Background: an optimization exercise with open tools, aiming at small area, a short achievable clock period and few clock cycles per item. Do not read the settings as production practice. For this run, only the layout was checked, not whether the RTL still works.

[flow/config.mk]
export PLATFORM = sky130hd
export DESIGN_NAME = phase_ctrl
export DESIGN_NICKNAME = phase_ctrl
export VERILOG_FILES = /design/flow/design.v
export SDC_FILE = /design/flow/constraint.sdc
export NUM_CORES = 4
export LEC_CHECK = 0
export ABC_AREA = 1
export CAP_MARGIN = 20
export CORE_MARGIN = 2
export CORE_UTILIZATION = 40
export SETUP_SLACK_MARGIN = 4.4
export SLEW_MARGIN = 20
[flow/constraint.sdc]
create_clock -name core_clock -period 8.0 [get_ports {clk}]
set_input_delay 1.6000 -clock core_clock [delete_from_list [all_inputs] [get_ports {clk}]]
set_output_delay 1.6000 -clock core_clock [all_outputs]
set_load 0.01 [all_outputs]
[flow/design.v]
module mac_s1(input [23:0] ae, input [23:0] be, input [15:0] W, input [15:0] P, output [49:0] x);
wire p0 = ((ae[0] & W[0])) ^ ae[2];
wire p1 = ((ae[0] & W[1]) | (ae[1] & W[0])) ^ ae[2];
wire p2 = ((ae[0] & W[2]) | (ae[1] & W[1])) ^ ae[2];
wire p3 = ((ae[0] & W[3]) | (ae[1] & W[2])) ^ ae[2];
wire p4 = ((ae[0] & W[4]) | (ae[1] & W[3])) ^ ae[2];
wire p5 = ((ae[0] & W[5]) | (ae[1] & W[4])) ^ ae[2];
wire p6 = ((ae[0] & W[6]) | (ae[1] & W[5])) ^ ae[2];
wire p7 = ((ae[0] & W[7]) | (ae[1] & W[6])) ^ ae[2];
wire p8 = ((ae[0] & W[8]) | (ae[1] & W[7])) ^ ae[2];
wire p9 = ((ae[0] & W[9]) | (ae[1] & W[8])) ^ ae[2];
wire p10 = ((ae[0] & W[10]) | (ae[1] & W[9])) ^ ae[2];
wire p11 = ((ae[0] & W[11]) | (ae[1] & W[10])) ^ ae[2];
wire p12 = ((ae[0] & W[12]) | (ae[1] & W[11])) ^ ae[2];
wire p13 = ((ae[0] & W[13]) | (ae[1] & W[12])) ^ ae[2];
wire p14 = ((ae[0] & W[14]) | (ae[1] & W[13])) ^ ae[2];
wire p15 = ((ae[0] & W[15]) | (ae[1] & W[14])) ^ ae[2];
wire p16 = ~(((ae[0] & W[15]) | (ae[1] & W[15])) ^ ae[2]);
wire p17 = ((ae[3] & W[0])) ^ ae[5];
wire p18 = ((ae[3] & W[1]) | (ae[4] & W[0])) ^ ae[5];
wire p19 = ((ae[3] & W[2]) | (ae[4] & W[1])) ^ ae[5];
wire p20 = ((ae[3] & W[3]) | (ae[4] & W[2])) ^ ae[5];
wire p21 = ((ae[3] & W[4]) | (ae[4] & W[3])) ^ ae[5];
wire p22 = ((ae[3] & W[5]) | (ae[4] & W[4])) ^ ae[5];
wire p23 = ((ae[3] & W[6]) | (ae[4] & W[5])) ^ ae[5];
wire p24 = ((ae[3] & W[7]) | (ae[4] & W[6])) ^ ae[5];
wire p25 = ((ae[3] & W[8]) | (ae[4] & W[7])) ^ ae[5];
wire p26 = ((ae[3] & W[9]) | (ae[4] & W[8])) ^ ae[5];
wire p27 = ((ae[3] & W[10]) | (ae[4] & W[9])) ^ ae[5];
wire p28 = ((ae[3] & W[11]) | (ae[4] & W[10])) ^ ae[5];
wire p29 = ((ae[3] & W[12]) | (ae[4] & W[11])) ^ ae[5];
wire p30 = ((ae[3] & W[13]) | (ae[4] & W[12])) ^ ae[5];
wire p31 = ((ae[3] & W[14]) | (ae[4] & W[13])) ^ ae[5];
wire p32 = ((ae[3] & W[15]) | (ae[4] & W[14])) ^ ae[5];
wire p33 = ~(((ae[3] & W[15]) | (ae[4] & W[15])) ^ ae[5]);
wire p34 = ((ae[6] & W[0])) ^ ae[8];
wire p35 = ((ae[6] & W[1]) | (ae[7] & W[0])) ^ ae[8];
wire p36 = ((ae[6] & W[2]) | (ae[7] & W[1])) ^ ae[8];
wire p37 = ((ae[6] & W[3]) | (ae[7] & W[2])) ^ ae[8];
wire p38 = ((ae[6] & W[4]) | (ae[7] & W[3])) ^ ae[8];
wire p39 = ((ae[6] & W[5]) | (ae[7] & W[4])) ^ ae[8];
wire p40 = ((ae[6] & W[6]) | (ae[7] & W[5])) ^ ae[8];
wire p41 = ((ae[6] & W[7]) | (ae[7] & W[6])) ^ ae[8];
wire p42 = ((ae[6] & W[8]) | (ae[7] & W[7])) ^ ae[8];
wire p43 = ((ae[6] & W[9]) | (ae[7] & W[8])) ^ ae[8];
wire p44 = ((ae[6] & W[10]) | (ae[7] & W[9])) ^ ae[8];
wire p45 = ((ae[6] & W[11]) | (ae[7] & W[10])) ^ ae[8];
wire p46 = ((ae[6] & W[12]) | (ae[7] & W[11])) ^ ae[8];
wire p47 = ((ae[6] & W[13]) | (ae[7] & W[12])) ^ ae[8];
wire p48 = ((ae[6] & W[14]) | (ae[7] & W[13])) ^ ae[8];
wire p49 = ((ae[6] & W[15]) | (ae[7] & W[14])) ^ ae[8];
wire p50 = ~(((ae[6] & W[15]) | (ae[7] & W[15])) ^ ae[8]);
wire p51 = ((ae[9] & W[0])) ^ ae[11];
wire p52 = ((ae[9] & W[1]) | (ae[10] & W[0])) ^ ae[11];
wire p53 = ((ae[9] & W[2]) | (ae[10] & W[1])) ^ ae[11];
wire p54 = ((ae[9] & W[3]) | (ae[10] & W[2])) ^ ae[11];
wire p55 = ((ae[9] & W[4]) | (ae[10] & W[3])) ^ ae[11];
wire p56 = ((ae[9] & W[5]) | (ae[10] & W[4])) ^ ae[11];
wire p57 = ((ae[9] & W[6]) | (ae[10] & W[5])) ^ ae[11];
wire p58 = ((ae[9] & W[7]) | (ae[10] & W[6])) ^ ae[11];
wire p59 = ((ae[9] & W[8]) | (ae[10] & W[7])) ^ ae[11];
wire p60 = ((ae[9] & W[9]) | (ae[10] & W[8])) ^ ae[11];
wire p61 = ((ae[9] & W[10]) | (ae[10] & W[9])) ^ ae[11];
wire p62 = ((ae[9] & W[11]) | (ae[10] & W[10])) ^ ae[11];
wire p63 = ((ae[9] & W[12]) | (ae[10] & W[11])) ^ ae[11];
wire p64 = ((ae[9] & W[13]) | (ae[10] & W[12])) ^ ae[11];
wire p65 = ((ae[9] & W[14]) | (ae[10] & W[13])) ^ ae[11];
wire p66 = ((ae[9] & W[15]) | (ae[10] & W[14])) ^ ae[11];
wire p67 = ~(((ae[9] & W[15]) | (ae[10] & W[15])) ^ ae[11]);
wire p68 = ((ae[12] & W[0])) ^ ae[14];
wire p69 = ((ae[12] & W[1]) | (ae[13] & W[0])) ^ ae[14];
wire p70 = ((ae[12] & W[2]) | (ae[13] & W[1])) ^ ae[14];
wire p71 = ((ae[12] & W[3]) | (ae[13] & W[2])) ^ ae[14];
wire p72 = ((ae[12] & W[4]) | (ae[13] & W[3])) ^ ae[14];
wire p73 = ((ae[12] & W[5]) | (ae[13] & W[4])) ^ ae[14];
wire p74 = ((ae[12] & W[6]) | (ae[13] & W[5])) ^ ae[14];
wire p75 = ((ae[12] & W[7]) | (ae[13] & W[6])) ^ ae[14];
wire p76 = ((ae[12] & W[8]) | (ae[13] & W[7])) ^ ae[14];
wire p77 = ((ae[12] & W[9]) | (ae[13] & W[8])) ^ ae[14];
wire p78 = ((ae[12] & W[10]) | (ae[13] & W[9])) ^ ae[14];
wire p79 = ((ae[12] & W[11]) | (ae[13] & W[10])) ^ ae[14];
wire p80 = ((ae[12] & W[12]) | (ae[13] & W[11])) ^ ae[14];
wire p81 = ((ae[12] & W[13]) | (ae[13] & W[12])) ^ ae[14];
wire p82 = ((ae[12] & W[14]) | (ae[13] & W[13])) ^ ae[14];
wire p83 = ((ae[12] & W[15]) | (ae[13] & W[14])) ^ ae[14];
wire p84 = ((ae[15] & W[0])) ^ ae[17];
wire p85 = ((ae[15] & W[1]) | (ae[16] & W[0])) ^ ae[17];
wire p86 = ((ae[15] & W[2]) | (ae[16] & W[1])) ^ ae[17];
wire p87 = ((ae[15] & W[3]) | (ae[16] & W[2])) ^ ae[17];
wire p88 = ((ae[15] & W[4]) | (ae[16] & W[3])) ^ ae[17];
wire p89 = ((ae[15] & W[5]) | (ae[16] & W[4])) ^ ae[17];
wire p90 = ((ae[15] & W[6]) | (ae[16] & W[5])) ^ ae[17];
wire p91 = ((ae[15] & W[7]) | (ae[16] & W[6])) ^ ae[17];
wire p92 = ((ae[15] & W[8]) | (ae[16] & W[7])) ^ ae[17];
wire p93 = ((ae[15] & W[9]) | (ae[16] & W[8])) ^ ae[17];
wire p94 = ((ae[15] & W[10]) | (ae[16] & W[9])) ^ ae[17];
wire p95 = ((ae[15] & W[11]) | (ae[16] & W[10])) ^ ae[17];
wire p96 = ((ae[15] & W[12]) | (ae[16] & W[11])) ^ ae[17];
wire p97 = ((ae[15] & W[13]) | (ae[16] & W[12])) ^ ae[17];
wire p98 = ((ae[18] & W[0])) ^ ae[20];
wire p99 = ((ae[18] & W[1]) | (ae[19] & W[0])) ^ ae[20];
wire p100 = ((ae[18] & W[2]) | (ae[19] & W[1])) ^ ae[20];
wire p101 = ((ae[18] & W[3]) | (ae[19] & W[2])) ^ ae[20];
wire p102 = ((ae[18] & W[4]) | (ae[19] & W[3])) ^ ae[20];
wire p103 = ((ae[18] & W[5]) | (ae[19] & W[4])) ^ ae[20];
wire p104 = ((ae[18] & W[6]) | (ae[19] & W[5])) ^ ae[20];
wire p105 = ((ae[18] & W[7]) | (ae[19] & W[6])) ^ ae[20];
wire p106 = ((ae[18] & W[8]) | (ae[19] & W[7])) ^ ae[20];
wire p107 = ((ae[18] & W[9]) | (ae[19] & W[8])) ^ ae[20];
wire p108 = ((ae[18] & W[10]) | (ae[19] & W[9])) ^ ae[20];
wire p109 = ((ae[18] & W[11]) | (ae[19] & W[10])) ^ ae[20];
wire p110 = ((ae[21] & W[0])) ^ ae[23];
wire p111 = ((ae[21] & W[1]) | (ae[22] & W[0])) ^ ae[23];
wire p112 = ((ae[21] & W[2]) | (ae[22] & W[1])) ^ ae[23];
wire p113 = ((ae[21] & W[3]) | (ae[22] & W[2])) ^ ae[23];
wire p114 = ((ae[21] & W[4]) | (ae[22] & W[3])) ^ ae[23];
wire p115 = ((ae[21] & W[5]) | (ae[22] & W[4])) ^ ae[23];
wire p116 = ((ae[21] & W[6]) | (ae[22] & W[5])) ^ ae[23];
wire p117 = ((ae[21] & W[7]) | (ae[22] & W[6])) ^ ae[23];
wire p118 = ((ae[21] & W[8]) | (ae[22] & W[7])) ^ ae[23];
wire p119 = ((ae[21] & W[9]) | (ae[22] & W[8])) ^ ae[23];
wire p120 = ((be[0] & P[0])) ^ be[2];
wire p121 = ((be[0] & P[1]) | (be[1] & P[0])) ^ be[2];
wire p122 = ((be[0] & P[2]) | (be[1] & P[1])) ^ be[2];
wire p123 = ((be[0] & P[3]) | (be[1] & P[2])) ^ be[2];
wire p124 = ((be[0] & P[4]) | (be[1] & P[3])) ^ be[2];
wire p125 = ((be[0] & P[5]) | (be[1] & P[4])) ^ be[2];
wire p126 = ((be[0] & P[6]) | (be[1] & P[5])) ^ be[2];
wire p127 = ((be[0] & P[7]) | (be[1] & P[6])) ^ be[2];
wire p128 = ((be[0] & P[8]) | (be[1] & P[7])) ^ be[2];
wire p129 = ((be[0] & P[9]) | (be[1] & P[8])) ^ be[2];
wire p130 = ((be[0] & P[10]) | (be[1] & P[9])) ^ be[2];
wire p131 = ((be[0] & P[11]) | (be[1] & P[10])) ^ be[2];
wire p132 = ((be[0] & P[12]) | (be[1] & P[11])) ^ be[2];
wire p133 = ((be[0] & P[13]) | (be[1] & P[12])) ^ be[2];
wire p134 = ((be[0] & P[14]) | (be[1] & P[13])) ^ be[2];
wire p135 = ((be[0] & P[15]) | (be[1] & P[14])) ^ be[2];
wire p136 = ~(((be[0] & P[15]) | (be[1] & P[15])) ^ be[2]);
wire p137 = ((be[3] & P[0])) ^ be[5];
wire p138 = ((be[3] & P[1]) | (be[4] & P[0])) ^ be[5];
wire p139 = ((be[3] & P[2]) | (be[4] & P[1])) ^ be[5];
wire p140 = ((be[3] & P[3]) | (be[4] & P[2])) ^ be[5];
wire p141 = ((be[3] & P[4]) | (be[4] & P[3])) ^ be[5];
wire p142 = ((be[3] & P[5]) | (be[4] & P[4])) ^ be[5];
wire p143 = ((be[3] & P[6]) | (be[4] & P[5])) ^ be[5];
wire p144 = ((be[3] & P[7]) | (be[4] & P[6])) ^ be[5];
wire p145 = ((be[3] & P[8]) | (be[4] & P[7])) ^ be[5];
wire p146 = ((be[3] & P[9]) | (be[4] & P[8])) ^ be[5];
wire p147 = ((be[3] & P[10]) | (be[4] & P[9])) ^ be[5];
wire p148 = ((be[3] & P[11]) | (be[4] & P[10])) ^ be[5];
wire p149 = ((be[3] & P[12]) | (be[4] & P[11])) ^ be[5];
wire p150 = ((be[3] & P[13]) | (be[4] & P[12])) ^ be[5];
wire p151 = ((be[3] & P[14]) | (be[4] & P[13])) ^ be[5];
wire p152 = ((be[3] & P[15]) | (be[4] & P[14])) ^ be[5];
wire p153 = ~(((be[3] & P[15]) | (be[4] & P[15])) ^ be[5]);
wire p154 = ((be[6] & P[0])) ^ be[8];
wire p155 = ((be[6] & P[1]) | (be[7] & P[0])) ^ be[8];
wire p156 = ((be[6] & P[2]) | (be[7] & P[1])) ^ be[8];
wire p157 = ((be[6] & P[3]) | (be[7] & P[2])) ^ be[8];
wire p158 = ((be[6] & P[4]) | (be[7] & P[3])) ^ be[8];
wire p159 = ((be[6] & P[5]) | (be[7] & P[4])) ^ be[8];
wire p160 = ((be[6] & P[6]) | (be[7] & P[5])) ^ be[8];
wire p161 = ((be[6] & P[7]) | (be[7] & P[6])) ^ be[8];
wire p162 = ((be[6] & P[8]) | (be[7] & P[7])) ^ be[8];
wire p163 = ((be[6] & P[9]) | (be[7] & P[8])) ^ be[8];
wire p164 = ((be[6] & P[10]) | (be[7] & P[9])) ^ be[8];
wire p165 = ((be[6] & P[11]) | (be[7] & P[10])) ^ be[8];
wire p166 = ((be[6] & P[12]) | (be[7] & P[11])) ^ be[8];
wire p167 = ((be[6] & P[13]) | (be[7] & P[12])) ^ be[8];
wire p168 = ((be[6] & P[14]) | (be[7] & P[13])) ^ be[8];
wire p169 = ((be[6] & P[15]) | (be[7] & P[14])) ^ be[8];
wire p170 = ~(((be[6] & P[15]) | (be[7] & P[15])) ^ be[8]);
wire p171 = ((be[9] & P[0])) ^ be[11];
wire p172 = ((be[9] & P[1]) | (be[10] & P[0])) ^ be[11];
wire p173 = ((be[9] & P[2]) | (be[10] & P[1])) ^ be[11];
wire p174 = ((be[9] & P[3]) | (be[10] & P[2])) ^ be[11];
wire p175 = ((be[9] & P[4]) | (be[10] & P[3])) ^ be[11];
wire p176 = ((be[9] & P[5]) | (be[10] & P[4])) ^ be[11];
wire p177 = ((be[9] & P[6]) | (be[10] & P[5])) ^ be[11];
wire p178 = ((be[9] & P[7]) | (be[10] & P[6])) ^ be[11];
wire p179 = ((be[9] & P[8]) | (be[10] & P[7])) ^ be[11];
wire p180 = ((be[9] & P[9]) | (be[10] & P[8])) ^ be[11];
wire p181 = ((be[9] & P[10]) | (be[10] & P[9])) ^ be[11];
wire p182 = ((be[9] & P[11]) | (be[10] & P[10])) ^ be[11];
wire p183 = ((be[9] & P[12]) | (be[10] & P[11])) ^ be[11];
wire p184 = ((be[9] & P[13]) | (be[10] & P[12])) ^ be[11];
wire p185 = ((be[9] & P[14]) | (be[10] & P[13])) ^ be[11];
wire p186 = ((be[9] & P[15]) | (be[10] & P[14])) ^ be[11];
wire p187 = ~(((be[9] & P[15]) | (be[10] & P[15])) ^ be[11]);
wire p188 = ((be[12] & P[0])) ^ be[14];
wire p189 = ((be[12] & P[1]) | (be[13] & P[0])) ^ be[14];
wire p190 = ((be[12] & P[2]) | (be[13] & P[1])) ^ be[14];
wire p191 = ((be[12] & P[3]) | (be[13] & P[2])) ^ be[14];
wire p192 = ((be[12] & P[4]) | (be[13] & P[3])) ^ be[14];
wire p193 = ((be[12] & P[5]) | (be[13] & P[4])) ^ be[14];
wire p194 = ((be[12] & P[6]) | (be[13] & P[5])) ^ be[14];
wire p195 = ((be[12] & P[7]) | (be[13] & P[6])) ^ be[14];
wire p196 = ((be[12] & P[8]) | (be[13] & P[7])) ^ be[14];
wire p197 = ((be[12] & P[9]) | (be[13] & P[8])) ^ be[14];
wire p198 = ((be[12] & P[10]) | (be[13] & P[9])) ^ be[14];
wire p199 = ((be[12] & P[11]) | (be[13] & P[10])) ^ be[14];
wire p200 = ((be[12] & P[12]) | (be[13] & P[11])) ^ be[14];
wire p201 = ((be[12] & P[13]) | (be[13] & P[12])) ^ be[14];
wire p202 = ((be[12] & P[14]) | (be[13] & P[13])) ^ be[14];
wire p203 = ((be[12] & P[15]) | (be[13] & P[14])) ^ be[14];
wire p204 = ((be[15] & P[0])) ^ be[17];
wire p205 = ((be[15] & P[1]) | (be[16] & P[0])) ^ be[17];
wire p206 = ((be[15] & P[2]) | (be[16] & P[1])) ^ be[17];
wire p207 = ((be[15] & P[3]) | (be[16] & P[2])) ^ be[17];
wire p208 = ((be[15] & P[4]) | (be[16] & P[3])) ^ be[17];
wire p209 = ((be[15] & P[5]) | (be[16] & P[4])) ^ be[17];
wire p210 = ((be[15] & P[6]) | (be[16] & P[5])) ^ be[17];
wire p211 = ((be[15] & P[7]) | (be[16] & P[6])) ^ be[17];
wire p212 = ((be[15] & P[8]) | (be[16] & P[7])) ^ be[17];
wire p213 = ((be[15] & P[9]) | (be[16] & P[8])) ^ be[17];
wire p214 = ((be[15] & P[10]) | (be[16] & P[9])) ^ be[17];
wire p215 = ((be[15] & P[11]) | (be[16] & P[10])) ^ be[17];
wire p216 = ((be[15] & P[12]) | (be[16] & P[11])) ^ be[17];
wire p217 = ((be[15] & P[13]) | (be[16] & P[12])) ^ be[17];
wire p218 = ((be[18] & P[0])) ^ be[20];
wire p219 = ((be[18] & P[1]) | (be[19] & P[0])) ^ be[20];
wire p220 = ((be[18] & P[2]) | (be[19] & P[1])) ^ be[20];
wire p221 = ((be[18] & P[3]) | (be[19] & P[2])) ^ be[20];
wire p222 = ((be[18] & P[4]) | (be[19] & P[3])) ^ be[20];
wire p223 = ((be[18] & P[5]) | (be[19] & P[4])) ^ be[20];
wire p224 = ((be[18] & P[6]) | (be[19] & P[5])) ^ be[20];
wire p225 = ((be[18] & P[7]) | (be[19] & P[6])) ^ be[20];
wire p226 = ((be[18] & P[8]) | (be[19] & P[7])) ^ be[20];
wire p227 = ((be[18] & P[9]) | (be[19] & P[8])) ^ be[20];
wire p228 = ((be[18] & P[10]) | (be[19] & P[9])) ^ be[20];
wire p229 = ((be[18] & P[11]) | (be[19] & P[10])) ^ be[20];
wire p230 = ((be[21] & P[0])) ^ be[23];
wire p231 = ((be[21] & P[1]) | (be[22] & P[0])) ^ be[23];
wire p232 = ((be[21] & P[2]) | (be[22] & P[1])) ^ be[23];
wire p233 = ((be[21] & P[3]) | (be[22] & P[2])) ^ be[23];
wire p234 = ((be[21] & P[4]) | (be[22] & P[3])) ^ be[23];
wire p235 = ((be[21] & P[5]) | (be[22] & P[4])) ^ be[23];
wire p236 = ((be[21] & P[6]) | (be[22] & P[5])) ^ be[23];
wire p237 = ((be[21] & P[7]) | (be[22] & P[6])) ^ be[23];
wire p238 = ((be[21] & P[8]) | (be[22] & P[7])) ^ be[23];
wire p239 = ((be[21] & P[9]) | (be[22] & P[8])) ^ be[23];
wire p240 = p10 ^ p25;
wire p241 = p10 & p25;
wire p242 = p12 ^ p27 ^ p42;
wire p243 = (p12 & p27) | (p12 & p42) | (p27 & p42);
wire p244 = p57 ^ p72;
wire p245 = p57 & p72;
wire p246 = p13 ^ p28 ^ p43;
wire p247 = (p13 & p28) | (p13 & p43) | (p28 & p43);
wire p248 = p58 ^ p73;
wire p249 = p58 & p73;
wire p250 = p14 ^ p29 ^ p44;
wire p251 = (p14 & p29) | (p14 & p44) | (p29 & p44);
wire p252 = p59 ^ p74 ^ p88;
wire p253 = (p59 & p74) | (p59 & p88) | (p74 & p88);
wire p254 = p100 ^ p110 ^ ae[23];
wire p255 = (p100 & p110) | (p100 & ae[23]) | (p110 & ae[23]);
wire p256 = p134 ^ p149;
wire p257 = p134 & p149;
wire p258 = p15 ^ p30 ^ p45;
wire p259 = (p15 & p30) | (p15 & p45) | (p30 & p45);
wire p260 = p60 ^ p75 ^ p89;
wire p261 = (p60 & p75) | (p60 & p89) | (p75 & p89);
wire p262 = p101 ^ p111 ^ p135;
wire p263 = (p101 & p111) | (p101 & p135) | (p111 & p135);
wire p264 = p150 ^ p165;
wire p265 = p150 & p165;
wire p266 = p16 ^ p31 ^ p46;
wire p267 = (p16 & p31) | (p16 & p46) | (p31 & p46);
wire p268 = p61 ^ p76 ^ p90;
wire p269 = (p61 & p76) | (p61 & p90) | (p76 & p90);
wire p270 = p102 ^ p112 ^ p136;
wire p271 = (p102 & p112) | (p102 & p136) | (p112 & p136);
wire p272 = p151 ^ p166;
wire p273 = p151 & p166;
wire p274 = p32 ^ p47 ^ p62;
wire p275 = (p32 & p47) | (p32 & p62) | (p47 & p62);
wire p276 = p77 ^ p91 ^ p103;
wire p277 = (p77 & p91) | (p77 & p103) | (p91 & p103);
wire p278 = p113 ^ p152 ^ p167;
wire p279 = (p113 & p152) | (p113 & p167) | (p152 & p167);
wire p280 = p33 ^ p48 ^ p63;
wire p281 = (p33 & p48) | (p33 & p63) | (p48 & p63);
wire p282 = p78 ^ p92 ^ p104;
wire p283 = (p78 & p92) | (p78 & p104) | (p92 & p104);
wire p284 = p114 ^ p153;
wire p285 = p114 & p153;
wire p286 = p49 ^ p64 ^ p79;
wire p287 = (p49 & p64) | (p49 & p79) | (p64 & p79);
wire p288 = p50 ^ p65;
wire p289 = p50 & p65;
wire p290 = p6 ^ p21;
wire p291 = p6 & p21;
wire p292 = p8 ^ p23 ^ p38;
wire p293 = (p8 & p23) | (p8 & p38) | (p23 & p38);
wire p294 = p53 ^ p68;
wire p295 = p53 & p68;
wire p296 = p9 ^ p24 ^ p39;
wire p297 = (p9 & p24) | (p9 & p39) | (p24 & p39);
wire p298 = p54 ^ p69;
wire p299 = p54 & p69;
wire p300 = p240 ^ p40 ^ p55;
wire p301 = (p240 & p40) | (p240 & p55) | (p40 & p55);
wire p302 = p70 ^ p84 ^ ae[17];
wire p303 = (p70 & p84) | (p70 & ae[17]) | (p84 & ae[17]);
wire p304 = p130 ^ p145 ^ p160;
wire p305 = (p130 & p145) | (p130 & p160) | (p145 & p160);
wire p306 = p241 ^ p11 ^ p26;
wire p307 = (p241 & p11) | (p241 & p26) | (p11 & p26);
wire p308 = p41 ^ p56 ^ p71;
wire p309 = (p41 & p56) | (p41 & p71) | (p56 & p71);
wire p310 = p85 ^ p131 ^ p146;
wire p311 = (p85 & p131) | (p85 & p146) | (p131 & p146);
wire p312 = p161 ^ p176;
wire p313 = p161 & p176;
wire p314 = p242 ^ p244 ^ p86;
wire p315 = (p242 & p244) | (p242 & p86) | (p244 & p86);
wire p316 = p98 ^ ae[20] ^ p132;
wire p317 = (p98 & ae[20]) | (p98 & p132) | (ae[20] & p132);
wire p318 = p147 ^ p162 ^ p177;
wire p319 = (p147 & p162) | (p147 & p177) | (p162 & p177);
wire p320 = p192 ^ p206 ^ p218;
wire p321 = (p192 & p206) | (p192 & p218) | (p206 & p218);
wire p322 = p243 ^ p245 ^ p246;
wire p323 = (p243 & p245) | (p243 & p246) | (p245 & p246);
wire p324 = p248 ^ p87 ^ p99;
wire p325 = (p248 & p87) | (p248 & p99) | (p87 & p99);
wire p326 = p133 ^ p148 ^ p163;
wire p327 = (p133 & p148) | (p133 & p163) | (p148 & p163);
wire p328 = p178 ^ p193 ^ p207;
wire p329 = (p178 & p193) | (p178 & p207) | (p193 & p207);
wire p330 = p247 ^ p249 ^ p250;
wire p331 = (p247 & p249) | (p247 & p250) | (p249 & p250);
wire p332 = p252 ^ p254 ^ p256;
wire p333 = (p252 & p254) | (p252 & p256) | (p254 & p256);
wire p334 = p164 ^ p179 ^ p194;
wire p335 = (p164 & p179) | (p164 & p194) | (p179 & p194);
wire p336 = p208 ^ p220 ^ p230;
wire p337 = (p208 & p220) | (p208 & p230) | (p220 & p230);
wire p338 = p251 ^ p253 ^ p255;
wire p339 = (p251 & p253) | (p251 & p255) | (p253 & p255);
wire p340 = p257 ^ p258 ^ p260;
wire p341 = (p257 & p258) | (p257 & p260) | (p258 & p260);
wire p342 = p262 ^ p264 ^ p180;
wire p343 = (p262 & p264) | (p262 & p180) | (p264 & p180);
wire p344 = p195 ^ p209 ^ p221;
wire p345 = (p195 & p209) | (p195 & p221) | (p209 & p221);
wire p346 = p259 ^ p261 ^ p263;
wire p347 = (p259 & p261) | (p259 & p263) | (p261 & p263);
wire p348 = p265 ^ p266 ^ p268;
wire p349 = (p265 & p266) | (p265 & p268) | (p266 & p268);
wire p350 = p270 ^ p272 ^ p181;
wire p351 = (p270 & p272) | (p270 & p181) | (p272 & p181);
wire p352 = p196 ^ p210 ^ p222;
wire p353 = (p196 & p210) | (p196 & p222) | (p210 & p222);
wire p354 = p267 ^ p269 ^ p271;
wire p355 = (p267 & p269) | (p267 & p271) | (p269 & p271);
wire p356 = p273 ^ p274 ^ p276;
wire p357 = (p273 & p274) | (p273 & p276) | (p274 & p276);
wire p358 = p278 ^ p182 ^ p197;
wire p359 = (p278 & p182) | (p278 & p197) | (p182 & p197);
wire p360 = p211 ^ p223 ^ p233;
wire p361 = (p211 & p223) | (p211 & p233) | (p223 & p233);
wire p362 = p275 ^ p277 ^ p279;
wire p363 = (p275 & p277) | (p275 & p279) | (p277 & p279);
wire p364 = p280 ^ p282 ^ p284;
wire p365 = (p280 & p282) | (p280 & p284) | (p282 & p284);
wire p366 = p168 ^ p183 ^ p198;
wire p367 = (p168 & p183) | (p168 & p198) | (p183 & p198);
wire p368 = p212 ^ p224 ^ p234;
wire p369 = (p212 & p224) | (p212 & p234) | (p224 & p234);
wire p370 = p281 ^ p283 ^ p285;
wire p371 = (p281 & p283) | (p281 & p285) | (p283 & p285);
wire p372 = p286 ^ p93 ^ p105;
wire p373 = (p286 & p93) | (p286 & p105) | (p93 & p105);
wire p374 = p115 ^ p169 ^ p184;
wire p375 = (p115 & p169) | (p115 & p184) | (p169 & p184);
wire p376 = p199 ^ p213 ^ p225;
wire p377 = (p199 & p213) | (p199 & p225) | (p213 & p225);
wire p378 = p287 ^ p288 ^ p80;
wire p379 = (p287 & p288) | (p287 & p80) | (p288 & p80);
wire p380 = p94 ^ p106 ^ p116;
wire p381 = (p94 & p106) | (p94 & p116) | (p106 & p116);
wire p382 = p170 ^ p185 ^ p200;
wire p383 = (p170 & p185) | (p170 & p200) | (p185 & p200);
wire p384 = p214 ^ p226 ^ p236;
wire p385 = (p214 & p226) | (p214 & p236) | (p226 & p236);
wire p386 = p289 ^ p66 ^ p81;
wire p387 = (p289 & p66) | (p289 & p81) | (p66 & p81);
wire p388 = p95 ^ p107 ^ p117;
wire p389 = (p95 & p107) | (p95 & p117) | (p107 & p117);
wire p390 = p186 ^ p201 ^ p215;
wire p391 = (p186 & p201) | (p186 & p215) | (p201 & p215);
wire p392 = p67 ^ p82 ^ p96;
wire p393 = (p67 & p82) | (p67 & p96) | (p82 & p96);
wire p394 = p108 ^ p118 ^ p187;
wire p395 = (p108 & p118) | (p108 & p187) | (p118 & p187);
wire p396 = p202 ^ p216;
wire p397 = p202 & p216;
wire p398 = p83 ^ p97 ^ p109;
wire p399 = (p83 & p97) | (p83 & p109) | (p97 & p109);
wire p400 = p4 ^ p19 ^ p34;
wire p401 = (p4 & p19) | (p4 & p34) | (p19 & p34);
wire p402 = p5 ^ p20;
wire p403 = p5 & p20;
wire p404 = p290 ^ p36 ^ p51;
wire p405 = (p290 & p36) | (p290 & p51) | (p36 & p51);
wire p406 = ae[11] ^ p126 ^ p141;
wire p407 = (ae[11] & p126) | (ae[11] & p141) | (p126 & p141);
wire p408 = p291 ^ p7 ^ p22;
wire p409 = (p291 & p7) | (p291 & p22) | (p7 & p22);
wire p410 = p37 ^ p52 ^ p127;
wire p411 = (p37 & p52) | (p37 & p127) | (p52 & p127);
wire p412 = p142 ^ p157;
wire p413 = p142 & p157;
wire p414 = p292 ^ p294 ^ ae[14];
wire p415 = (p292 & p294) | (p292 & ae[14]) | (p294 & ae[14]);
wire p416 = p128 ^ p143 ^ p158;
wire p417 = (p128 & p143) | (p128 & p158) | (p143 & p158);
wire p418 = p173 ^ p188 ^ be[14];
wire p419 = (p173 & p188) | (p173 & be[14]) | (p188 & be[14]);
wire p420 = p293 ^ p295 ^ p296;
wire p421 = (p293 & p295) | (p293 & p296) | (p295 & p296);
wire p422 = p298 ^ p129 ^ p144;
wire p423 = (p298 & p129) | (p298 & p144) | (p129 & p144);
wire p424 = p159 ^ p174 ^ p189;
wire p425 = (p159 & p174) | (p159 & p189) | (p174 & p189);
wire p426 = p297 ^ p299 ^ p300;
wire p427 = (p297 & p299) | (p297 & p300) | (p299 & p300);
wire p428 = p302 ^ p304 ^ p175;
wire p429 = (p302 & p304) | (p302 & p175) | (p304 & p175);
wire p430 = p190 ^ p204 ^ be[17];
wire p431 = (p190 & p204) | (p190 & be[17]) | (p204 & be[17]);
wire p432 = p301 ^ p303 ^ p305;
wire p433 = (p301 & p303) | (p301 & p305) | (p303 & p305);
wire p434 = p306 ^ p308 ^ p310;
wire p435 = (p306 & p308) | (p306 & p310) | (p308 & p310);
wire p436 = p312 ^ p191 ^ p205;
wire p437 = (p312 & p191) | (p312 & p205) | (p191 & p205);
wire p438 = p307 ^ p309 ^ p311;
wire p439 = (p307 & p309) | (p307 & p311) | (p309 & p311);
wire p440 = p313 ^ p314 ^ p316;
wire p441 = (p313 & p314) | (p313 & p316) | (p314 & p316);
wire p442 = p318 ^ p320 ^ be[20];
wire p443 = (p318 & p320) | (p318 & be[20]) | (p320 & be[20]);
wire p444 = p315 ^ p317 ^ p319;
wire p445 = (p315 & p317) | (p315 & p319) | (p317 & p319);
wire p446 = p321 ^ p322 ^ p324;
wire p447 = (p321 & p322) | (p321 & p324) | (p322 & p324);
wire p448 = p326 ^ p328 ^ p219;
wire p449 = (p326 & p328) | (p326 & p219) | (p328 & p219);
wire p450 = p323 ^ p325 ^ p327;
wire p451 = (p323 & p325) | (p323 & p327) | (p325 & p327);
wire p452 = p329 ^ p330 ^ p332;
wire p453 = (p329 & p330) | (p329 & p332) | (p330 & p332);
wire p454 = p334 ^ p336 ^ be[23];
wire p455 = (p334 & p336) | (p334 & be[23]) | (p336 & be[23]);
wire p456 = p331 ^ p333 ^ p335;
wire p457 = (p331 & p333) | (p331 & p335) | (p333 & p335);
wire p458 = p337 ^ p338 ^ p340;
wire p459 = (p337 & p338) | (p337 & p340) | (p338 & p340);
wire p460 = p342 ^ p344 ^ p231;
wire p461 = (p342 & p344) | (p342 & p231) | (p344 & p231);
wire p462 = p339 ^ p341 ^ p343;
wire p463 = (p339 & p341) | (p339 & p343) | (p341 & p343);
wire p464 = p345 ^ p346 ^ p348;
wire p465 = (p345 & p346) | (p345 & p348) | (p346 & p348);
wire p466 = p350 ^ p352 ^ p232;
wire p467 = (p350 & p352) | (p350 & p232) | (p352 & p232);
wire p468 = p347 ^ p349 ^ p351;
wire p469 = (p347 & p349) | (p347 & p351) | (p349 & p351);
wire p470 = p353 ^ p354 ^ p356;
wire p471 = (p353 & p354) | (p353 & p356) | (p354 & p356);
wire p472 = p358 ^ p360 ^ 1'b1;
wire p473 = (p358 & p360) | (p358 & 1'b1) | (p360 & 1'b1);
wire p474 = p355 ^ p357 ^ p359;
wire p475 = (p355 & p357) | (p355 & p359) | (p357 & p359);
wire p476 = p361 ^ p362 ^ p364;
wire p477 = (p361 & p362) | (p361 & p364) | (p362 & p364);
wire p478 = p366 ^ p368 ^ 1'b1;
wire p479 = (p366 & p368) | (p366 & 1'b1) | (p368 & 1'b1);
wire p480 = p363 ^ p365 ^ p367;
wire p481 = (p363 & p365) | (p363 & p367) | (p365 & p367);
wire p482 = p369 ^ p370 ^ p372;
wire p483 = (p369 & p370) | (p369 & p372) | (p370 & p372);
wire p484 = p374 ^ p376 ^ p235;
wire p485 = (p374 & p376) | (p374 & p235) | (p376 & p235);
wire p486 = p371 ^ p373 ^ p375;
wire p487 = (p371 & p373) | (p371 & p375) | (p373 & p375);
wire p488 = p377 ^ p378 ^ p380;
wire p489 = (p377 & p378) | (p377 & p380) | (p378 & p380);
wire p490 = p382 ^ p384 ^ 1'b1;
wire p491 = (p382 & p384) | (p382 & 1'b1) | (p384 & 1'b1);
wire p492 = p379 ^ p381 ^ p383;
wire p493 = (p379 & p381) | (p379 & p383) | (p381 & p383);
wire p494 = p385 ^ p386 ^ p388;
wire p495 = (p385 & p386) | (p385 & p388) | (p386 & p388);
wire p496 = p390 ^ p227 ^ p237;
wire p497 = (p390 & p227) | (p390 & p237) | (p227 & p237);
wire p498 = p387 ^ p389 ^ p391;
wire p499 = (p387 & p389) | (p387 & p391) | (p389 & p391);
wire p500 = p392 ^ p394 ^ p396;
wire p501 = (p392 & p394) | (p392 & p396) | (p394 & p396);
wire p502 = p228 ^ p238 ^ 1'b1;
wire p503 = (p228 & p238) | (p228 & 1'b1) | (p238 & 1'b1);
wire p504 = p393 ^ p395 ^ p397;
wire p505 = (p393 & p395) | (p393 & p397) | (p395 & p397);
wire p506 = p398 ^ p119 ^ p203;
wire p507 = (p398 & p119) | (p398 & p203) | (p119 & p203);
wire p508 = p217 ^ p229 ^ p239;
wire p509 = (p217 & p229) | (p217 & p239) | (p229 & p239);
wire p510 = p2 ^ p17 ^ ae[5];
wire p511 = (p2 & p17) | (p2 & ae[5]) | (p17 & ae[5]);
wire p512 = p3 ^ p18;
wire p513 = p3 & p18;
wire p514 = p400 ^ ae[8] ^ p124;
wire p515 = (p400 & ae[8]) | (p400 & p124) | (ae[8] & p124);
wire p516 = p139 ^ p154;
wire p517 = p139 & p154;
wire p518 = p401 ^ p402 ^ p35;
wire p519 = (p401 & p402) | (p401 & p35) | (p402 & p35);
wire p520 = p125 ^ p140 ^ p155;
wire p521 = (p125 & p140) | (p125 & p155) | (p140 & p155);
wire p522 = p403 ^ p404 ^ p406;
wire p523 = (p403 & p404) | (p403 & p406) | (p404 & p406);
wire p524 = p156 ^ p171 ^ be[11];
wire p525 = (p156 & p171) | (p156 & be[11]) | (p171 & be[11]);
wire p526 = p405 ^ p407 ^ p408;
wire p527 = (p405 & p407) | (p405 & p408) | (p407 & p408);
wire p528 = p410 ^ p412 ^ p172;
wire p529 = (p410 & p412) | (p410 & p172) | (p412 & p172);
wire p530 = p409 ^ p411 ^ p413;
wire p531 = (p409 & p411) | (p409 & p413) | (p411 & p413);
wire p532 = p414 ^ p416 ^ p418;
wire p533 = (p414 & p416) | (p414 & p418) | (p416 & p418);
wire p534 = p415 ^ p417 ^ p419;
wire p535 = (p415 & p417) | (p415 & p419) | (p417 & p419);
wire p536 = p420 ^ p422 ^ p424;
wire p537 = (p420 & p422) | (p420 & p424) | (p422 & p424);
wire p538 = p421 ^ p423 ^ p425;
wire p539 = (p421 & p423) | (p421 & p425) | (p423 & p425);
wire p540 = p426 ^ p428 ^ p430;
wire p541 = (p426 & p428) | (p426 & p430) | (p428 & p430);
wire p542 = p427 ^ p429 ^ p431;
wire p543 = (p427 & p429) | (p427 & p431) | (p429 & p431);
wire p544 = p432 ^ p434 ^ p436;
wire p545 = (p432 & p434) | (p432 & p436) | (p434 & p436);
wire p546 = p433 ^ p435 ^ p437;
wire p547 = (p433 & p435) | (p433 & p437) | (p435 & p437);
wire p548 = p438 ^ p440 ^ p442;
wire p549 = (p438 & p440) | (p438 & p442) | (p440 & p442);
wire p550 = p439 ^ p441 ^ p443;
wire p551 = (p439 & p441) | (p439 & p443) | (p441 & p443);
wire p552 = p444 ^ p446 ^ p448;
wire p553 = (p444 & p446) | (p444 & p448) | (p446 & p448);
wire p554 = p445 ^ p447 ^ p449;
wire p555 = (p445 & p447) | (p445 & p449) | (p447 & p449);
wire p556 = p450 ^ p452 ^ p454;
wire p557 = (p450 & p452) | (p450 & p454) | (p452 & p454);
wire p558 = p451 ^ p453 ^ p455;
wire p559 = (p451 & p453) | (p451 & p455) | (p453 & p455);
wire p560 = p456 ^ p458 ^ p460;
wire p561 = (p456 & p458) | (p456 & p460) | (p458 & p460);
wire p562 = p457 ^ p459 ^ p461;
wire p563 = (p457 & p459) | (p457 & p461) | (p459 & p461);
wire p564 = p462 ^ p464 ^ p466;
wire p565 = (p462 & p464) | (p462 & p466) | (p464 & p466);
wire p566 = p463 ^ p465 ^ p467;
wire p567 = (p463 & p465) | (p463 & p467) | (p465 & p467);
wire p568 = p468 ^ p470 ^ p472;
wire p569 = (p468 & p470) | (p468 & p472) | (p470 & p472);
wire p570 = p469 ^ p471 ^ p473;
wire p571 = (p469 & p471) | (p469 & p473) | (p471 & p473);
wire p572 = p474 ^ p476 ^ p478;
wire p573 = (p474 & p476) | (p474 & p478) | (p476 & p478);
wire p574 = p475 ^ p477 ^ p479;
wire p575 = (p475 & p477) | (p475 & p479) | (p477 & p479);
wire p576 = p480 ^ p482 ^ p484;
wire p577 = (p480 & p482) | (p480 & p484) | (p482 & p484);
wire p578 = p481 ^ p483 ^ p485;
wire p579 = (p481 & p483) | (p481 & p485) | (p483 & p485);
wire p580 = p486 ^ p488 ^ p490;
wire p581 = (p486 & p488) | (p486 & p490) | (p488 & p490);
wire p582 = p487 ^ p489 ^ p491;
wire p583 = (p487 & p489) | (p487 & p491) | (p489 & p491);
wire p584 = p492 ^ p494 ^ p496;
wire p585 = (p492 & p494) | (p492 & p496) | (p494 & p496);
wire p586 = p493 ^ p495 ^ p497;
wire p587 = (p493 & p495) | (p493 & p497) | (p495 & p497);
wire p588 = p498 ^ p500 ^ p502;
wire p589 = (p498 & p500) | (p498 & p502) | (p500 & p502);
wire p590 = p499 ^ p501 ^ p503;
wire p591 = (p499 & p501) | (p499 & p503) | (p501 & p503);
wire p592 = p504 ^ p506 ^ p508;
wire p593 = (p504 & p506) | (p504 & p508) | (p506 & p508);
wire p594 = p0 ^ ae[2];
wire p595 = p0 & ae[2];
wire p596 = p510 ^ p122;
wire p597 = p510 & p122;
wire p598 = p511 ^ p512 ^ p123;
wire p599 = (p511 & p512) | (p511 & p123) | (p512 & p123);
wire p600 = p513 ^ p514 ^ p516;
wire p601 = (p513 & p514) | (p513 & p516) | (p514 & p516);
wire p602 = p515 ^ p517 ^ p518;
wire p603 = (p515 & p517) | (p515 & p518) | (p517 & p518);
wire p604 = p519 ^ p521 ^ p522;
wire p605 = (p519 & p521) | (p519 & p522) | (p521 & p522);
wire p606 = p523 ^ p525 ^ p526;
wire p607 = (p523 & p525) | (p523 & p526) | (p525 & p526);
wire p608 = p527 ^ p529 ^ p530;
wire p609 = (p527 & p529) | (p527 & p530) | (p529 & p530);
wire p610 = p531 ^ p533 ^ p534;
wire p611 = (p531 & p533) | (p531 & p534) | (p533 & p534);
wire p612 = p535 ^ p537 ^ p538;
wire p613 = (p535 & p537) | (p535 & p538) | (p537 & p538);
wire p614 = p539 ^ p541 ^ p542;
wire p615 = (p539 & p541) | (p539 & p542) | (p541 & p542);
wire p616 = p543 ^ p545 ^ p546;
wire p617 = (p543 & p545) | (p543 & p546) | (p545 & p546);
wire p618 = p547 ^ p549 ^ p550;
wire p619 = (p547 & p549) | (p547 & p550) | (p549 & p550);
wire p620 = p551 ^ p553 ^ p554;
wire p621 = (p551 & p553) | (p551 & p554) | (p553 & p554);
wire p622 = p555 ^ p557 ^ p558;
wire p623 = (p555 & p557) | (p555 & p558) | (p557 & p558);
wire p624 = p559 ^ p561 ^ p562;
wire p625 = (p559 & p561) | (p559 & p562) | (p561 & p562);
wire p626 = p563 ^ p565 ^ p566;
wire p627 = (p563 & p565) | (p563 & p566) | (p565 & p566);
wire p628 = p567 ^ p569 ^ p570;
wire p629 = (p567 & p569) | (p567 & p570) | (p569 & p570);
wire p630 = p571 ^ p573 ^ p574;
wire p631 = (p571 & p573) | (p571 & p574) | (p573 & p574);
wire p632 = p575 ^ p577 ^ p578;
wire p633 = (p575 & p577) | (p575 & p578) | (p577 & p578);
wire p634 = p579 ^ p581 ^ p582;
wire p635 = (p579 & p581) | (p579 & p582) | (p581 & p582);
wire p636 = p583 ^ p585 ^ p586;
wire p637 = (p583 & p585) | (p583 & p586) | (p585 & p586);
wire p638 = p587 ^ p589 ^ p590;
wire p639 = (p587 & p589) | (p587 & p590) | (p589 & p590);
wire p640 = p594 ^ p120;
wire p641 = p594 & p120;
wire p642 = p595 ^ p1 ^ p121;
wire p643 = (p595 & p1) | (p595 & p121) | (p1 & p121);
wire p644 = p596 ^ p137 ^ be[5];
wire p645 = (p596 & p137) | (p596 & be[5]) | (p137 & be[5]);
wire p646 = p597 ^ p598 ^ p138;
wire p647 = (p597 & p598) | (p597 & p138) | (p598 & p138);
wire p648 = p599 ^ p600 ^ be[8];
wire p649 = (p599 & p600) | (p599 & be[8]) | (p600 & be[8]);
wire p650 = p601 ^ p602 ^ p520;
wire p651 = (p601 & p602) | (p601 & p520) | (p602 & p520);
wire p652 = p603 ^ p604 ^ p524;
wire p653 = (p603 & p604) | (p603 & p524) | (p604 & p524);
wire p654 = p605 ^ p606 ^ p528;
wire p655 = (p605 & p606) | (p605 & p528) | (p606 & p528);
wire [8:0] lo_sum = {1'b0, p653, p651, p649, p647, p645, p643, p641, p640} + {1'b0, p654, p652, p650, p648, p646, p644, p642, be[2]};
assign x = {p592, p638, p637, p588, p636, p635, p584, p634, p633, p580, p632, p631, p576, p630, p629, p572, p628, p627, p568, p626, p625, p564, p624, p623, p560, p622, p621, p556, p620, p619, p552, p618, p617, p548, p616, p615, p544, p614, p613, p540, p612, p611, p536, p610, p609, lo_sum[8], p655, p532, p608, p607};
endmodule
module mac_s2(input [49:0] x, output [15:0] y);
wire q0 = x[0] ^ x[1];
wire q1 = x[0] & x[1];
wire q2 = x[5] ^ x[6];
wire q3 = x[5] & x[6];
wire q4 = x[8] ^ x[9];
wire q5 = x[8] & x[9];
wire q6 = x[11] ^ x[12];
wire q7 = x[11] & x[12];
wire q8 = x[14] ^ x[15];
wire q9 = x[14] & x[15];
wire q10 = x[17] ^ x[18];
wire q11 = x[17] & x[18];
wire q12 = x[20] ^ x[21];
wire q13 = x[20] & x[21];
wire q14 = x[23] ^ x[24];
wire q15 = x[23] & x[24];
wire q16 = x[26] ^ x[27];
wire q17 = x[26] & x[27];
wire q18 = x[29] ^ x[30];
wire q19 = x[29] & x[30];
wire q20 = x[32] ^ x[33];
wire q21 = x[32] & x[33];
wire q22 = x[35] ^ x[36];
wire q23 = x[35] & x[36];
wire q24 = x[38] ^ x[39];
wire q25 = x[38] & x[39];
wire q26 = x[41] ^ x[42];
wire q27 = x[41] & x[42];
wire q28 = x[44] ^ x[45];
wire q29 = x[44] & x[45];
wire q30 = x[47] ^ x[48];
wire q31 = x[47] & x[48];
wire q32 = q0 ^ x[2];
wire q33 = q0 & x[2];
wire q34 = q1 ^ q2 ^ x[7];
wire q35 = (q1 & q2) | (q1 & x[7]) | (q2 & x[7]);
wire q36 = q3 ^ q4 ^ x[10];
wire q37 = (q3 & q4) | (q3 & x[10]) | (q4 & x[10]);
wire q38 = q5 ^ q6 ^ x[13];
wire q39 = (q5 & q6) | (q5 & x[13]) | (q6 & x[13]);
wire q40 = q7 ^ q8 ^ x[16];
wire q41 = (q7 & q8) | (q7 & x[16]) | (q8 & x[16]);
wire q42 = q9 ^ q10 ^ x[19];
wire q43 = (q9 & q10) | (q9 & x[19]) | (q10 & x[19]);
wire q44 = q11 ^ q12 ^ x[22];
wire q45 = (q11 & q12) | (q11 & x[22]) | (q12 & x[22]);
wire q46 = q13 ^ q14 ^ x[25];
wire q47 = (q13 & q14) | (q13 & x[25]) | (q14 & x[25]);
wire q48 = q15 ^ q16 ^ x[28];
wire q49 = (q15 & q16) | (q15 & x[28]) | (q16 & x[28]);
wire q50 = q17 ^ q18 ^ x[31];
wire q51 = (q17 & q18) | (q17 & x[31]) | (q18 & x[31]);
wire q52 = q19 ^ q20 ^ x[34];
wire q53 = (q19 & q20) | (q19 & x[34]) | (q20 & x[34]);
wire q54 = q21 ^ q22 ^ x[37];
wire q55 = (q21 & q22) | (q21 & x[37]) | (q22 & x[37]);
wire q56 = q23 ^ q24 ^ x[40];
wire q57 = (q23 & q24) | (q23 & x[40]) | (q24 & x[40]);
wire q58 = q25 ^ q26 ^ x[43];
wire q59 = (q25 & q26) | (q25 & x[43]) | (q26 & x[43]);
wire q60 = q27 ^ q28 ^ x[46];
wire q61 = (q27 & q28) | (q27 & x[46]) | (q28 & x[46]);
wire q62 = q29 ^ q30 ^ x[49];
wire q63 = (q29 & q30) | (q29 & x[49]) | (q30 & x[49]);
assign y = {q61, q59, q57, q55, q53, q51, q49, q47, q45, q43, q41, q39, q37, q35, q33, q32} + {q62, q60, q58, q56, q54, q52, q50, q48, q46, q44, q42, q40, q38, q36, q34, x[3]} + x[4];
endmodule
`timescale 1ns/1ps
module phase_ctrl(
                  input             clk,
                  input             resetn,
                  input             i2c_wr,
                  input  [15:0]     i2c_wdata,
                  input  [3:0]      i2c_addr,
                  input             fifo_empty,
                  input  [17:0]     fifo_rdata,
                  output            fifo_rden,
                  output reg [17:0] fifo_wdata,
                  output            fifo_wren,
                  input             fifo_almost_full
                 );
localparam NX = 50;
wire [23:0] enc_a, enc_b;
genvar k;
generate
    for (k = 0; k < 8; k = k + 1) begin : benc
        wire hi  = i2c_wdata[2*k+1];
        wire mid = i2c_wdata[2*k];
        wire lo  = (k == 0) ? 1'b0 : i2c_wdata[(k == 0) ? 0 : 2*k-1];
        wire one = mid ^ lo;
        wire two = (hi & ~mid & ~lo) | (~hi & mid & lo);
        assign enc_a[3*k+2:3*k] = {hi, two, one};
        assign enc_b[3*k+2:3*k] = {~hi, two, one};
    end
endgenerate
reg [23:0] ae;   
reg [23:0] be;   
always @(posedge clk or negedge resetn) begin
    if (!resetn) begin
        ae <= 24'h001000;
        be <= 24'h925924;
    end else if (i2c_wr) begin
        if (i2c_addr == 4'd0) ae <= enc_a;
        if (i2c_addr == 4'd1) be <= enc_b;
    end
end
reg [8:0] sr;
reg       wv;            
reg [2:0] credit;        
reg       hv;            
wire mid = |sr[4:0];
wire can_wr = |credit;
wire adv = ~wv | can_wr;
wire idle = ~wv & ~|sr;
assign fifo_rden = adv & (mid | ~fifo_empty);
assign fifo_wren = wv & can_wr;
always @(posedge clk or negedge resetn) begin
    if (!resetn) begin
        sr <= 9'd0;
        wv <= 1'b0;
        hv <= 1'b0;
    end else if (adv) begin
        sr <= {sr[7:0], ~mid & ~fifo_empty};
        wv <= |sr[8:3];
        if (sr[6]) hv <= 1'b1;
    end
end
always @(posedge clk or negedge resetn) begin
    if (!resetn)
        credit <= 3'd0;
    else
        credit <= (fifo_almost_full ? (idle ? 3'd0 : credit) : 3'd6) - {2'b00, fifo_wren};
end
reg  [15:0]   W;
reg  [15:0]   H0, H1, H2, H3, H4;
reg  [NX-1:0] X;
reg  [15:0]   Y, D;
wire [NX-1:0] x_n;
wire [15:0]   y_n;
wire        rot = sr[1] | sr[2] | sr[3] | sr[5] | sr[6];
wire [15:0] P = H0 & {16{hv}};
mac_s1 s1(.ae(ae), .be(be), .W(W), .P(P), .x(x_n));
mac_s2 s2(.x(X), .y(y_n));
always @(posedge clk) begin
    if (adv) begin
        W <= fifo_rdata[15:0];
        X <= x_n;
        Y <= y_n;
        D <= Y;
        if (rot) begin
            H0 <= H1;
            H1 <= H2;
            H2 <= H3;
            H3 <= H4;
            H4 <= W;
        end
        if (sr[3])
            fifo_wdata <= {2'b01, fifo_rdata[15:0]};
        else if (sr[4] | sr[5] | sr[6])
            fifo_wdata <= {2'b00, D};
        else if (sr[7])
            fifo_wdata <= {2'b00, Y};
        else
            fifo_wdata <= {2'b10, Y};
    end
end
endmodule
[flow/run.sh]
#!/bin/bash
# synth_recipe.tcl (not shown) runs the flow's synth.tcl, then flattens the netlist and writes it again
# the make line also repeats each setting of config.mk as NAME=value (left out here)
make -C /OpenROAD-flow-scripts/flow DESIGN_CONFIG=/design/flow/config.mk WORK_HOME=/design/flow/orfs CLKGATE_MAP_FILE= SYNTH_SCRIPT=/design/flow/synth_recipe.tcl finish
==> run notes <==
final cells by class:
type	instances	area [µm²]	share of cell area [%]
Timing Repair Buffer	191	1960	8.34
Clock buffer	38	738	3.15
Tap cell	615	769	3.28
Multi-Input combinational cell	1157	10800	46.0
Antenna cell	5	12.5	0.0534
Inverter	371	1580	6.72
Sequential cell	258	7490	31.9
Clock inverter	13	128	0.544
worst max path at each step:
stage	start	end	slack [ns]	depth (start not counted)
2_1_floorplan	ae[3]	X[4]	4.20	14
3_3_place_gp	ae[11]	X[30]	3.24	8
3_5_place_dp	ae[11]	X[30]	3.20	8
4_1_cts	W[6]	X[4]	4.00	13
5_1_grt	W[5]	X[4]	3.92	13
6_report	W[12]	X[18]	4.02	13
placed cells by master (no fill, tap or decap), types with 6 or more instances in the layout:
cell / instances
inv_1: 274
xor2_1: 224
nand2_1: 208
edfxtp_1: 196
o22ai_1: 177
fa_1: 133
buf_4: 89
ha_1: 60
clkdlybuf4s50_1: 57
o21ai_0: 52
fa_2: 52
inv_2: 42
dfrtp_1: 41
a21oi_1: 33
nor2_1: 30
clkbuf_16: 29
nand3_1: 28
clkinvlp_4: 26
o22ai_2: 23
a31oi_1: 18
buf_12: 18
buf_6: 17
o21ai_1: 15
xnor2_1: 12
xor2_2: 12
inv_4: 11
o22ai_4: 10
o21ai_2: 10
clkbuf_1: 10
clkinv_2: 9
or2_2: 9
clkinv_4: 7
nand2_4: 7
clkinv_1: 7
dfrtp_2: 7
nand2_8: 6
dfstp_2: 6
stage by stage:
stage / hold slack, ns / util, % / cells / instance area, µm²
3_5_place_dp: 0.405 / 42.7 / 2464 / 20400
5_1_grt: 0.417 / 49.1 / 2643 / 23400
2_1_floorplan: 0.400 / - / 1874 / 19600
4_1_cts: 0.415 / 47.8 / 2617 / 22800
3_3_place_gp: 0.400 / 42.7 / 2464 / 20400
6_report: 0.416 / 49.1 / 2648 / 23400
metal layers:
metal	routed length [µm]	vias to the layer above	GRT usage (%)
li1	-	6412	-
met5	0	-	0
met4	4010	0	13.1
met1	22400	7234	29.6
met3	4620	210	3.91
met2	26300	660	37.1
kinds of logic (layout without fill, tap and decap cells):
| logic type | Yosys count | after routing | share of synthesized area (%) |
|---|---|---|---|
| buffers and inverters | 461 | 613 | 9.44 |
| AO/OA/AOI/OAI | 347 | 347 | 10.8 |
| AND/OR/NAND/NOR | 311 | 313 | 6.77 |
| flip-flops | 258 | 258 | 38.5 |
| XOR/XNOR | 248 | 248 | 11.2 |
| adder cells (fa/ha/maj) | 247 | 247 | 23.2 |
| multiplexers | 2 | 2 | 0.110 |
| other | 0 | 5 | 0 |
repair_timing:
item                                    CTS  global route
endpoints found under the setup margin   45            31
pin swaps                                60            56
gates resized for setup                 194            83
setup buffers                            98            24
gates cloned                              4             1
sequential cells by signal (all words and copies together) (netlist names):
| name | count |
|---|---|
| D | 16 |
| H0 | 16 |
| H1 | 16 |
| H2 | 16 |
| H3 | 16 |
| H4 | 16 |
| W | 16 |
| X | 50 |
| Y | 16 |
| ae | 24 |
| be | 24 |
| credit | 3 |
| fifo_wdata | 18 |
| hv | 1 |
| sr | 9 |
| wv | 1 |
==> flow_summary.json <==
{
  "vias_per_cell": 5.48,
  "max_slew.worst_pin.slew_ns": 0.913,
  "avgSynthCellArea_um2": 10.3,
  "yosys-top-cells-count": "inv_1, xor2_1, nand2_1",
  "min_path_cells": 0,
  "grt_max_degree": 68,
  "worstSetupStartpointType": "flop",
  "fin_tns_setup_ns": 0,
  "hp-start": "H4[0]",
  "numCtsBuffers": 28,
  "routed_wl_um": 57400,
  "crit_buf_inv": 6,
  "track_usage_pct": 23.1,
  "hpwl_um": 39100,
  "clkSinkCount": 258,
  "yosysSeqAreaShare_pct": 38.5,
  "cp_common_cell": "fa_2",
  "synthArstFlopShare_pct": 24.0,
  "place_ws_ns": 3.20,
  "ys.flop_type": "edfxtp_1",
  "die_h_um": 224,
  "io_buffer_count": 60,
  "tritoncts": "built",
  "die_w_um": 224,
  "syn-cell-area_mm2": 0.0193,
  "rr_startpoint": "W[12]",
  "synth_area_leaders": "edfxtp_1, fa_1, xor2_1",
  "synth_most_common_cell": "inv_1",
  "syn_nets": 2164,
  "fin_crit_sh_pct": 49.8,
  "htreeDepth": 1,
  "worst_setup_path_end_kind": "flop",
  "slowest_delay_ns": 0.56,
  "path_cells": "clkinvlp_4, buf_6, buf_6, o22ai_2, xor2_1, fa_1, inv_2, fa_2, fa_2, inv_2, fa_2, inv_2, fa_2",
  "ant_nets": 0,
  "drc": 0,
  "fmax_mhz": 251,
  "first_pass_iters": 5,
  "synth_top_cell_area_share_pct": 30.4,
  "setup_ws_ns": 4.02,
  "yosysUniqueCellTypes": 45,
  "clk_path_buf_depth": 3,
  "worstPathArrival_ns": 4.29,
  "worstPathRequired_ns": 8.30,
  "report.final.slew_viol_count": 0,
  "core-area_mm2": 0.0477,
  "synth-edff-count": 196,
  "grt_pass1_vias": 14694,
  "rsz0062_at_grt": "yes",
  "setup_viol": 0,
  "period_needed_ns": 3.98,
  "grt_pass1_wl_um": 87400,
  "clk_latency_ns": 0.56,
  "avgRoutedWirePerCell_um": 21.7,
  "io_pins": 63,
  "antenna_found_initial": 0,
  "synth_cells": 1874,
  "ys_warn_count": 1,
  "path_clk_slew_ns": 0.06,
  "r2r-end": "X[18]",
  "drive_above_1_share_pct": 21.4,
  "fp.dieArea_mm2": 0.0501,
  "cp_max_fo": 4,
  "ys_seq_elements": 258,
  "gp_congestion": 0.932,
  "root_buffer": "clkbuf_16",
  "drtIter0Drc": 1316,
  "cp_top_family": "adder cells",
  "fill_cells": 4270,
  "status": "timing/DRC/antenna clean",
  "area_growth_pct": 21.2,
  "overflow": 0,
  "min_path_type": "reg -> reg",
  "ctsHoldBuffers": 0,
  "vias": 14516,
  "clock_skew_ns": 0.0152,
  "hold_violations": 0,
  "start_util_pct": 40.5,
  "relSlewSlack_pct": 39.2,
  "worst_r2r_path_depth": 13,
  "rrSetupSlack_ns": 4.02,
  "nNetsFinal": 2297,
  "yosys.area.top_type": "edfxtp_1",
  "placementRows": 80,
  "crit_slowest_cell": "fa_2",
  "critPathKind": "reg -> reg",
  "cap_violations": 0,
  "hold_end": "H3[0]"
}

-- port drivers added, routing unchanged --
The results above use ideal ports. As a check the final layout listed here was re-extracted and re-timed, cells and wires unchanged.
Step 1 (the two cells are an assumption about what drives the block):
set clk [get_ports {clk}]
set_driving_cell -lib_cell sky130_fd_sc_hd__clkbuf_16 $clk
set_driving_cell -lib_cell sky130_fd_sc_hd__buf_2 [delete_from_list [all_inputs] $clk]
Step 2 times the ports against the registers' clock, not the clock port: input delays grow and output delays shrink by t, the midpoint of the rising clock arrivals with the driver on.
Slacks: no drivers / after step 1 / after step 2; pairs: no drivers / after step 1.
t (ns): 0.607
setup slack, ns: 4.017 / 4.017 / 4.017
worst setup path after step 2: register to register
worst register clock-pin slew, ns: 0.06 / 0.06
pins driven straight from the clock port: 1
After both steps this run still meets setup and hold. The setup slack of this run moves by 0.000 ns with the drivers and by 0.000 ns with both steps.
